Background: an optimization exercise with open tools, aiming at small area and a short achievable clock period. Do not read the settings as production practice. Function was checked by simulation only, so behaviour that the tests miss may differ from the original. The clock port is modelled as an ideal driver; clocking choices that lean on that would not hold on a real chip. Power figures rest on the tool's default switching activity, not on a simulated workload.

==> inputs of v7 <==
// alu_top
module alu_top (clk, A, B, sel, Cin, Y, Zero);
	input clk;
	input [31:0] A, B;
	input [3:0] sel;
	input Cin;
	output [31:0] Y;
	output Zero;
	reg [31:0] a_q, b_q;
	reg [3:0]  sel_q;
	reg        cin_q;
	reg [31:0] y_q;
	reg        zero_q;
	wire [31:0] y_d;
	wire        zero_d;
	ALU u_alu (.A(a_q), .B(b_q), .sel(sel_q), .Cin(cin_q), .Y(y_d), .Zero(zero_d));
	always @(posedge clk) begin
		a_q    <= A;
		b_q    <= B;
		sel_q  <= sel;
		cin_q  <= Cin;
		y_q    <= y_d;
		zero_q <= zero_d;
	end
	assign Y    = y_q;
	assign Zero = zero_q;
endmodule
==> flow/config.mk <==
export PLATFORM = sky130hd
export DESIGN_NAME = alu_top
export DESIGN_NICKNAME = alu_top
export VERILOG_FILES = /design/flow/design.v
export SDC_FILE = /design/flow/constraint.sdc
export NUM_CORES = 4
export LEC_CHECK = 0
export CAP_MARGIN = 20
export CORE_MARGIN = 2
export CORE_UTILIZATION = 30
export PLACE_DENSITY = 0.5
export SETUP_SLACK_MARGIN = 4.5
export SLEW_MARGIN = 20
==> flow/constraint.sdc <==
create_clock -name core_clock -period 7.0 [get_ports {clk}]
set_input_delay 1.4000 -clock core_clock [delete_from_list [all_inputs] [get_ports {clk}]]
set_output_delay 1.4000 -clock core_clock [all_outputs]
set_load 0.01 [all_outputs]
standard.sh (not shown) runs the stock make flow with config.mk's settings and CLKGATE_MAP_FILE= SYNTH_SCRIPT=/design/flow/synth_recipe.tcl, a recipe that flattens the netlist after the stock synthesis.
==> flow/flow/run.sh <==
#!/bin/bash
# Standard ORFS flow (the standard.sh) with three hooks:
#  - ports.tcl: port buffers with chosen cells (DONT_BUFFER_PORTS skips ORFS's own call)
#  - skew.tcl: output registers clocked from a delayed clock branch (before CTS)
#  - CTS without latency balancing, so that the branch keeps its delay
set -e
F=$PWD/flow
export FLOW_SKEW_CELLS=${FLOW_SKEW_CELLS:-"sky130_fd_sc_hd__clkdlybuf4s50_1 sky130_fd_sc_hd__clkdlybuf4s50_1 sky130_fd_sc_hd__clkdlybuf4s25_1"}
export FLOW_INBUF=${FLOW_INBUF:-sky130_fd_sc_hd__buf_1}
export FLOW_OUTBUF=${FLOW_OUTBUF:-sky130_fd_sc_hd__buf_4}
bash standard.sh DONT_BUFFER_PORTS=1 PRE_GLOBAL_PLACE_TCL=$F/ports.tcl PRE_CTS_TCL=$F/skew.tcl \
  "CTS_ARGS=-sink_clustering_enable -repair_clock_nets -no_insertion_delay" finish > standard.log 2>&1
==> flow/flow/ports.tcl <==
# Buffer every input and output port, as the standard flow does, with smaller cells.
buffer_ports -inputs -buffer_cell $::env(FLOW_INBUF)
buffer_ports -outputs -buffer_cell $::env(FLOW_OUTBUF)
==> flow/flow/skew.tcl <==
# Useful skew for the register-to-register paths: the output registers (y_q*, zero_q)
# take their clock from a delayed copy of the clock, so the ALU paths from the input
# registers get more time. Runs before CTS; CTS then builds a tree on each clock net.
proc my_insert_skew {cells} {
  set block [ord::get_db_block]
  set clknet [$block findNet clk]
  set ys {}
  set sx 0; set sy 0
  foreach inst [$block getInsts] {
    set n [$inst getName]
    if {[string match "y_q*" $n] || [string match "zero_q*" $n]} {
      lappend ys $inst
      set loc [$inst getLocation]
      set sx [expr {$sx + [lindex $loc 0]}]; set sy [expr {$sy + [lindex $loc 1]}]
    }
  }
  set cx [expr {int($sx / [llength $ys])}]; set cy [expr {int($sy / [llength $ys])}]
  set prev $clknet
  set i 0
  foreach dlycell $cells {
    set master [[ord::get_db] findMaster $dlycell]
    set inst [odb::dbInst_create $block $master "skewdly_$i"]
    $inst setLocation $cx $cy
    $inst setPlacementStatus PLACED
    set out [odb::dbNet_create $block "clk_skew_$i"]
    $out setSigType CLOCK
    [$inst findITerm A] connect $prev
    [$inst findITerm X] connect $out
    set prev $out
    incr i
  }
  foreach inst $ys {
    set it [$inst findITerm CLK]
    $it disconnect
    $it connect $prev
  }
  puts "my_insert_skew: [llength $ys] registers behind $cells at $cx $cy"
}
my_insert_skew $::env(FLOW_SKEW_CELLS)
==> v28: changes against v7 <==
--- a/flow/flow/run.sh
+++ b/flow/flow/run.sh
@@ -5,7 +5,8 @@
 #  - CTS without latency balancing, so that the branch keeps its delay
 set -e
 F=$PWD/flow
-export FLOW_SKEW_CELLS=${FLOW_SKEW_CELLS:-"sky130_fd_sc_hd__clkdlybuf4s50_1 sky130_fd_sc_hd__clkdlybuf4s50_1 sky130_fd_sc_hd__clkdlybuf4s25_1"}
+export FLOW_SKEW_NDLY=${FLOW_SKEW_NDLY:-2}
+export FLOW_SKEW_CELL=${FLOW_SKEW_CELL:-sky130_fd_sc_hd__clkdlybuf4s50_1}
 export FLOW_INBUF=${FLOW_INBUF:-sky130_fd_sc_hd__buf_1}
 export FLOW_OUTBUF=${FLOW_OUTBUF:-sky130_fd_sc_hd__buf_4}
 bash standard.sh DONT_BUFFER_PORTS=1 PRE_GLOBAL_PLACE_TCL=$F/ports.tcl PRE_CTS_TCL=$F/skew.tcl \
==> flow/flow/skew.tcl (replaced) <==
# Useful skew for the register-to-register paths: the output registers (y_q*, zero_q)
# take their clock from a delayed copy of the clock, so the ALU paths from the input
# registers get more time. Runs before CTS; CTS then builds a tree on each clock net.
proc my_insert_skew {ndly dlycell} {
  set block [ord::get_db_block]
  set clknet [$block findNet clk]
  set ys {}
  set sx 0; set sy 0
  foreach inst [$block getInsts] {
    set n [$inst getName]
    if {[string match "y_q*" $n] || [string match "zero_q*" $n]} {
      lappend ys $inst
      set loc [$inst getLocation]
      set sx [expr {$sx + [lindex $loc 0]}]; set sy [expr {$sy + [lindex $loc 1]}]
    }
  }
  set cx [expr {int($sx / [llength $ys])}]; set cy [expr {int($sy / [llength $ys])}]
  set master [[ord::get_db] findMaster $dlycell]
  set prev $clknet
  for {set i 0} {$i < $ndly} {incr i} {
    set inst [odb::dbInst_create $block $master "skewdly_$i"]
    $inst setLocation $cx $cy
    $inst setPlacementStatus PLACED
    set out [odb::dbNet_create $block "clk_skew_$i"]
    $out setSigType CLOCK
    [$inst findITerm A] connect $prev
    [$inst findITerm X] connect $out
    set prev $out
  }
  foreach inst $ys {
    set it [$inst findITerm CLK]
    $it disconnect
    $it connect $prev
  }
  puts "my_insert_skew: [llength $ys] registers behind $ndly x $dlycell at $cx $cy"
}
my_insert_skew $::env(FLOW_SKEW_NDLY) $::env(FLOW_SKEW_CELL)
Settings changed: SETUP_SLACK_MARGIN 4.5 to 3.5.
==> v37: changes against v7 <==
==> flow/run.sh (new file) <==
#!/bin/bash
# synth_recipe.tcl (not shown) runs the flow's synth.tcl, then flattens the netlist and writes it again
# the make line also repeats each setting of config.mk as NAME=value (left out here)
make -C /OpenROAD-flow-scripts/flow DESIGN_CONFIG=/design/flow/config.mk WORK_HOME=/design/flow/orfs CLKGATE_MAP_FILE= SYNTH_SCRIPT=/design/flow/synth_recipe.tcl finish
Settings changed: SETUP_SLACK_MARGIN 4.5 to 2.5.
removed: flow/flow/run.sh
removed: flow/flow/ports.tcl
removed: flow/flow/skew.tcl
removed: flow/standard.sh
==> comparison table <==
| item | v28 | v37 | v7 |
|---|---|---|---|
| Quantity of hold-fixing buffers added after cts | 119 | 0 | 156 |
| Seq power | 0.762 mW | 0.705 mW | 0.753 mW |
| Transition time at the pin with the least slew margin | 1144 ps | 1087 ps | 1323 ps |
| Peak supply drop | 0.5718 mV | 0.6405 mV | 0.8077 mV |
| Number of vias per cell | 5.568 | 5.400 | 5.586 |
| Destination of the critical timing path | y_q[25]$_DFF_P_ | y_q[25]$_DFF_P_ | y_q[31]$_DFF_P_ |
| Layout Cell Area excl Fill | 17,990 um2 | 18,450 um2 | 20,210 um2 |
| Total of cells resized after clock tree synthesis | 160 | 186 | 246 |
| Critical path startpoint | a_q[7]$_DFF_P_ | b_q[10]$_DFF_P_ | b_q[13]$_DFF_P_ |
| Reg2reg path depth | 22 | 20 | 19 |
| Relative contribution of combinational cells to total power | 0.820 | 0.869 | 0.842 |
| Fill cells | 4,540 | 4,546 | 4,273 |
| Result of the run | no timing/DRC/antenna violations | no timing/DRC/antenna violations | complete, but fails checks |
| Layout check failures | - | - | hold timing |
| Detailed route wirelength on metal3 | 5188 um | 3967 um | 6265 um |
| Final Hold Viols | 0 | 0 | 4 |
| Hold path endpoint | y_q[15]$_DFF_P_ | y_q[21]$_DFF_P_ | y_q[2]$_DFF_P_ |
| Layout cell share with drive strength beyond 1 | 0.2330 | 0.2610 | 0.2992 |
| Number of logic stages on the critical path including buffering | 22 | 20 | 19 |
| Worst path arrival time | 5760 ps | 5960 ps | 5770 ps |
| Drt wl/cell | 24.47 um | 23.36 um | 24.59 um |
| Fin nets | 2,091 | 2,141 | 2,248 |
| DRT iter0 DRCs | 1,293 | 1,188 | 1,430 |
| Vias post-DR | 12,850 | 12,720 | 13,770 |
| Share of the clock period used by the worst path after layout | 0.5876 | 0.8111 | 0.5494 |
| Grt met1 use | 0.3173 | 0.3139 | 0.3265 |
| Static leakage power | 7.659 nW | 7.906 nW | 8.644 nW |
| Met2 WL | 25,850 um | 25,530 um | 27,640 um |

[port drivers added, routing unchanged]
No port has a modelled driver above. Below, the same layouts with a new extraction and two added sets of constraints. Step 1: set_driving_cell puts a clkbuf_16 on clk and a buf_2 on each other input, an assumption about the parent block. Step 2, shift: input delay + t, output delay - t, t = (earliest + latest rising clock arrival at the registers) / 2. This alone moves slack from input paths to output paths. Slacks: no drivers / after step 1 / after step 2; pairs: no drivers / after step 1.
run	t, ns	setup WS [ns]	hold WS [ns]	latest minus earliest clock arrival (ns)
v7	1.260	3.154 / 3.130 / 3.154	-0.048 / -0.048 / -0.048	1.657 / 1.658
v28	1.123	2.887 / 2.887 / 2.887	0.032 / 0.032 / 0.032	1.386 / 1.386
v37	0.452	1.322 / 1.322 / 1.322	0.636 / 0.636 / 0.636	0.016 / 0.016
Clock arrivals are far apart in v7 and v28, so t is only a midpoint there and step 2 fits no single register.
